What follows belongs to an exercise in optimizing a design on an open flow for small area; a production flow would make more cautious choices.
At most, simulation tests tie the RTL to the original design; equivalence was not proved.
Power figures rest on the tool's default switching activity, not on a simulated workload.

Setup of green:
Design uart_top, start of the top module:
module uart_top(
	input clk,
	input wire rst,
	input wire uart_rx,
	output wire uart_tx,
	output wire[3:0] led
    );
wire [11:0] cnt;
wire        tick;
wire        tick0;
wire [4:0]  u;
wire        txstart;
wire        clr;
wire [7:0]  q;
uart_rx UART_RX (
	.clock    (clk),
	.i_rst    (rst),
	.i_rx     (uart_rx),
	.o_cnt    (cnt),
	.o_tick   (tick),
	.o_tick0  (tick0),
	.o_u      (u),
	.o_txstart(txstart)
	);
filter LPF (
	.clock   (clk),
	.i_rst   (rst),
	.i_rx    (uart_rx),
	.i_clr   (clr),
	.i_cnt   (cnt),
	.i_u     (u),
	.o_q     (q)
	);
uart_tx UART_TX (
	.clock    (clk),
	.i_rst    (rst),
	.i_tick   (tick),
	.i_tick0  (tick0),
	.i_start  (txstart),
	.i_data   (q),
	.o_tx     (uart_tx),
	.o_led    (led),
	.o_clr    (clr)
	);
endmodule
Size: roughly 670 cells after synthesis, ~450 flip-flops, ~8 I/O pins, ~11000 um^2 of cells after synthesis.
==> module filter, before the edit <==
module filter (input wire clock,
               input wire i_rst,
               input wire i_rx,
               input wire i_clr,
               input wire [11:0] i_cnt,
               input wire [4:0] i_u,
               output reg [7:0] o_q);
    reg [399:0] ring;
    reg [8:0]   x;
    reg         up;         
    reg         dn;         
    reg [5:0]   r;
    wire rdbit = i_u[0] & (i_u[4] ^ (i_u[3] & i_u[2] & i_u[1]));
    wire wr    = rdbit & i_cnt[10] & i_cnt[9] & (x == 9'd0);
    wire win   = i_u[4] & (i_cnt[11:7] == 5'b11000);
    wire [2:0] bi = i_u[3:1];
    wire step  = win & ((i_cnt[6:0] >> bi) == 7'd0);
    wire hold  = win & (i_cnt[6:0] < 7'd13);
    always @(posedge clock)
        ring <= {ring[398:0], ~i_clr & (wr ? i_rx : ring[399])};
    wire [9:0] xc;
    assign xc[0] = ~hold;
    genvar k;
    generate for (k = 0; k < 9; k = k + 1) begin : g_x
        assign xc[k+1] = xc[k] & x[k];
    end endgenerate
    wire xwrap = xc[4] & x[7] & x[8];      
    always @(posedge clock) begin
        if (xwrap)
            x <= 9'd0;
        else
            x <= x ^ xc[8:0];
        if (i_cnt[11:7] == 5'b11001) begin
            up <= 1'b0;
            dn <= 1'b0;
        end
        else if (wr) begin
            up <= up | (i_rx & ~ring[399]);
            dn <= dn | (~i_rx & ring[399]);
        end
    end
    wire [6:0] rt;
    wire [8:0] qt;
    wire sup = step & up;
    wire sdn = step & dn;
    assign rt[0] = sup | sdn;
    generate for (k = 0; k < 6; k = k + 1) begin : g_r
        assign rt[k+1] = rt[k] & (r[k] ^ sdn);
    end endgenerate
    wire r49 = r[5] & r[4] & r[0] & ~r[3] & ~r[2] & ~r[1];
    assign qt[0] = (sup & r49) | (sdn & rt[6]);
    generate for (k = 0; k < 8; k = k + 1) begin : g_q
        assign qt[k+1] = qt[k] & (o_q[k] ^ sdn);
    end endgenerate
    always @(posedge clock)
        if (i_rst) begin
            o_q <= 8'd0;
            r   <= 6'd0;
        end
        else begin
            o_q <= o_q ^ qt[7:0];
            if (qt[0])
                r <= {sdn, sdn, 3'b000, sdn};
            else
                r <= r ^ rt[5:0];
        end
endmodule
==> module uart_top, before the edit <==
module uart_top(
	input clk,
	input wire rst,
	input wire uart_rx,
	output wire uart_tx,
	output wire[3:0] led
    );
wire [11:0] cnt;
wire        tick;
wire        tick0;
wire [4:0]  u;
wire        txstart;
wire        clr;
wire [7:0]  q;
uart_rx UART_RX (
	.clock    (clk),
	.i_rst    (rst),
	.i_rx     (uart_rx),
	.o_cnt    (cnt),
	.o_tick   (tick),
	.o_tick0  (tick0),
	.o_u      (u),
	.o_txstart(txstart)
	);
filter LPF (
	.clock   (clk),
	.i_rst   (rst),
	.i_rx    (uart_rx),
	.i_clr   (clr),
	.i_cnt   (cnt),
	.i_u     (u),
	.o_q     (q)
	);
uart_tx UART_TX (
	.clock    (clk),
	.i_rst    (rst),
	.i_tick   (tick),
	.i_tick0  (tick0),
	.i_start  (txstart),
	.i_data   (q),
	.o_tx     (uart_tx),
	.o_led    (led),
	.o_clr    (clr)
	);
endmodule
clock: 20.0 ns
lec_check: 0
cap_margin: 20
core_margin: 2
core_utilization: 65
slew_margin: 20
standard.sh (not shown) runs the stock make flow with config.mk's settings and CLKGATE_MAP_FILE= SYNTH_SCRIPT=/design/flow/synth_recipe.tcl, a recipe that flattens the netlist after the stock synthesis.
==> flow/flow/run.sh <==
#!/bin/bash
# The standard layout (standard.sh) with these changes:
#  - synthesis is the standard synthesis script, with ABC mapping for area
#    (flow/abc_area.tcl, flow/abc.script); registers are mapped before ABC and
#    are unchanged;
#  - clock tree synthesis uses clkbuf_4 in small clusters and adds no dummy
#    loads;
#  - port buffers are buf_1.
# Each tool's log is under orfs/logs/; this script's own output goes to
# standard.log.
set -euo pipefail
{ head -n 1 synth_recipe.tcl; sed "s#@ABC_SCRIPT@#$PWD/flow/abc.script#" flow/abc_area.tcl; tail -n +2 synth_recipe.tcl; } > flow_synth.tcl
sed "s#SYNTH_SCRIPT=[^ ]*synth_recipe.tcl#SYNTH_SCRIPT=$PWD/flow_synth.tcl#" standard.sh > flow_standard.sh
grep -q "SYNTH_SCRIPT=$PWD/flow_synth.tcl" flow_standard.sh
export CTS_ARGS="-sink_clustering_enable -repair_clock_nets -dont_use_dummy_load -buf_list sky130_fd_sc_hd__clkbuf_4 -sink_clustering_size 13 -sink_clustering_max_diameter 40"
export BUFFER_PORTS_ARGS="-buffer_cell sky130_fd_sc_hd__buf_1"
bash flow_standard.sh > standard.log 2>&1
==> flow/flow/abc.script <==
strash
&get -n
&fraig -x
&put
scorr
dc2
strash
&get -n
&dch -f
&nf -R 1000
&put
topo
==> flow/flow/abc_area.tcl <==
# Map with an area-oriented ABC script (flow/abc.script, whose path run.sh
# puts in place of @ABC_SCRIPT@) instead of ORFS's delay-driven script and its
# -D target.
proc abc {args} {
  set out {}
  set skip 0
  foreach a $args {
    if {$skip} { set skip 0; continue }
    if {$a eq "-script" || $a eq "-D"} { set skip 1; continue }
    lappend out $a
  }
  yosys abc {*}$out -script @ABC_SCRIPT@
}
> inputs changed (green -> orange)
--- a/flow/design.v
+++ b/flow/design.v
@@ -38,4 +38,5 @@
                input wire i_rst,
                input wire i_rx,
+               input wire i_tick,
                input wire i_clr,
                input wire [11:0] i_cnt,
@@ -44,40 +45,31 @@
     reg [399:0] ring;
     reg [8:0]   x;
-    reg         up;         
-    reg         dn;         
+    reg         d;          
     reg [5:0]   r;
     wire rdbit = i_u[0] & (i_u[4] ^ (i_u[3] & i_u[2] & i_u[1]));
-    wire wr    = rdbit & i_cnt[10] & i_cnt[9] & (x == 9'd0);
-    wire win   = i_u[4] & (i_cnt[11:7] == 5'b11000);
-    wire [2:0] bi = i_u[3:1];
-    wire step  = win & ((i_cnt[6:0] >> bi) == 7'd0);
-    wire hold  = win & (i_cnt[6:0] < 7'd13);
+    wire ivl   = i_cnt[10] & (i_cnt[9] ^ (i_cnt[8] & i_cnt[7]));
+    wire wr    = rdbit & ivl & (x == 9'd0);
+    wire win   = rdbit & (&i_cnt[10:7]);
+    wire [2:0] bi = i_u[3:1] + 3'd1;
+    wire step  = win & d & ((i_cnt[6:0] >> bi) == 7'd0);
+    wire hold  = i_tick & rdbit;
     always @(posedge clock)
         ring <= {ring[398:0], ~i_clr & (wr ? i_rx : ring[399])};
-    wire [9:0] xc;
-    assign xc[0] = ~hold;
+    wire xwrap = ~hold & (x == 9'd399);
     genvar k;
-    generate for (k = 0; k < 9; k = k + 1) begin : g_x
-        assign xc[k+1] = xc[k] & x[k];
-    end endgenerate
-    wire xwrap = xc[4] & x[7] & x[8];      
     always @(posedge clock) begin
         if (xwrap)
             x <= 9'd0;
         else
-            x <= x ^ xc[8:0];
-        if (i_cnt[11:7] == 5'b11001) begin
-            up <= 1'b0;
-            dn <= 1'b0;
-        end
-        else if (wr) begin
-            up <= up | (i_rx & ~ring[399]);
-            dn <= dn | (~i_rx & ring[399]);
-        end
+            x <= x + {8'd0, ~hold};
+        if (i_tick)
+            d <= 1'b0;
+        else if (wr)
+            d <= d | (i_rx ^ ring[399]);
     end
     wire [6:0] rt;
     wire [8:0] qt;
-    wire sup = step & up;
-    wire sdn = step & dn;
+    wire sup = step & i_rx;
+    wire sdn = step & ~i_rx;
     assign rt[0] = sup | sdn;
     generate for (k = 0; k < 6; k = k + 1) begin : g_r
@@ -162,4 +154,5 @@
 	.i_rst   (rst),
 	.i_rx    (uart_rx),
+	.i_tick  (tick),
 	.i_clr   (clr),
 	.i_cnt   (cnt),
### Flow results
The final reports for orange and green show path length in cells of the critical path higher in the former. The proportion of cell area spent on the clock network on orange is in line with that on green. orange vs green: inverter count of the layout excluding clock inverters down. Number of buffers created by CTS: orange vs green down about 2.3%. Final core utilization on orange is up relative to green. Delta (orange minus green): flip-flop and latch count essentially unchanged, detailed route wirelength on metal2 increased 0.94%, total power decreased 0.39%. In the tables for green and orange, aggregate routed wire length reads lower with orange.
For orange, only the layout was checked, not whether the RTL still works.

## afterwards: timing with drivers on the ports
The flow's constraints put no driver on any port. The routed layouts listed below were extracted and timed again, unchanged, in two steps. Step 1 (the two cells are an assumption about what drives the block):
set clk [get_ports {clk}]
set_driving_cell -lib_cell sky130_fd_sc_hd__clkbuf_16 $clk
set_driving_cell -lib_cell sky130_fd_sc_hd__buf_2 [delete_from_list [all_inputs] $clk]
Step 2 times the ports against the registers' clock, not the clock port: input delays grow and output delays shrink by t, the midpoint of the rising clock arrivals with the driver on. Three values: ideal, step 1, step 2; two values: the first two.
run | shift t [ns] | setup slack, ns | clock arrival spread, ns
green | 0.647 | 13.980 / 13.946 / 14.592 | 0.055 / 0.055
orange | 0.651 | 13.612 / 13.620 / 12.969 | 0.072 / 0.073
After both steps every run listed still meets setup and hold. The setup slack of orange, which loses most, moves by +0.008 ns with the drivers and by -0.643 ns with both steps.
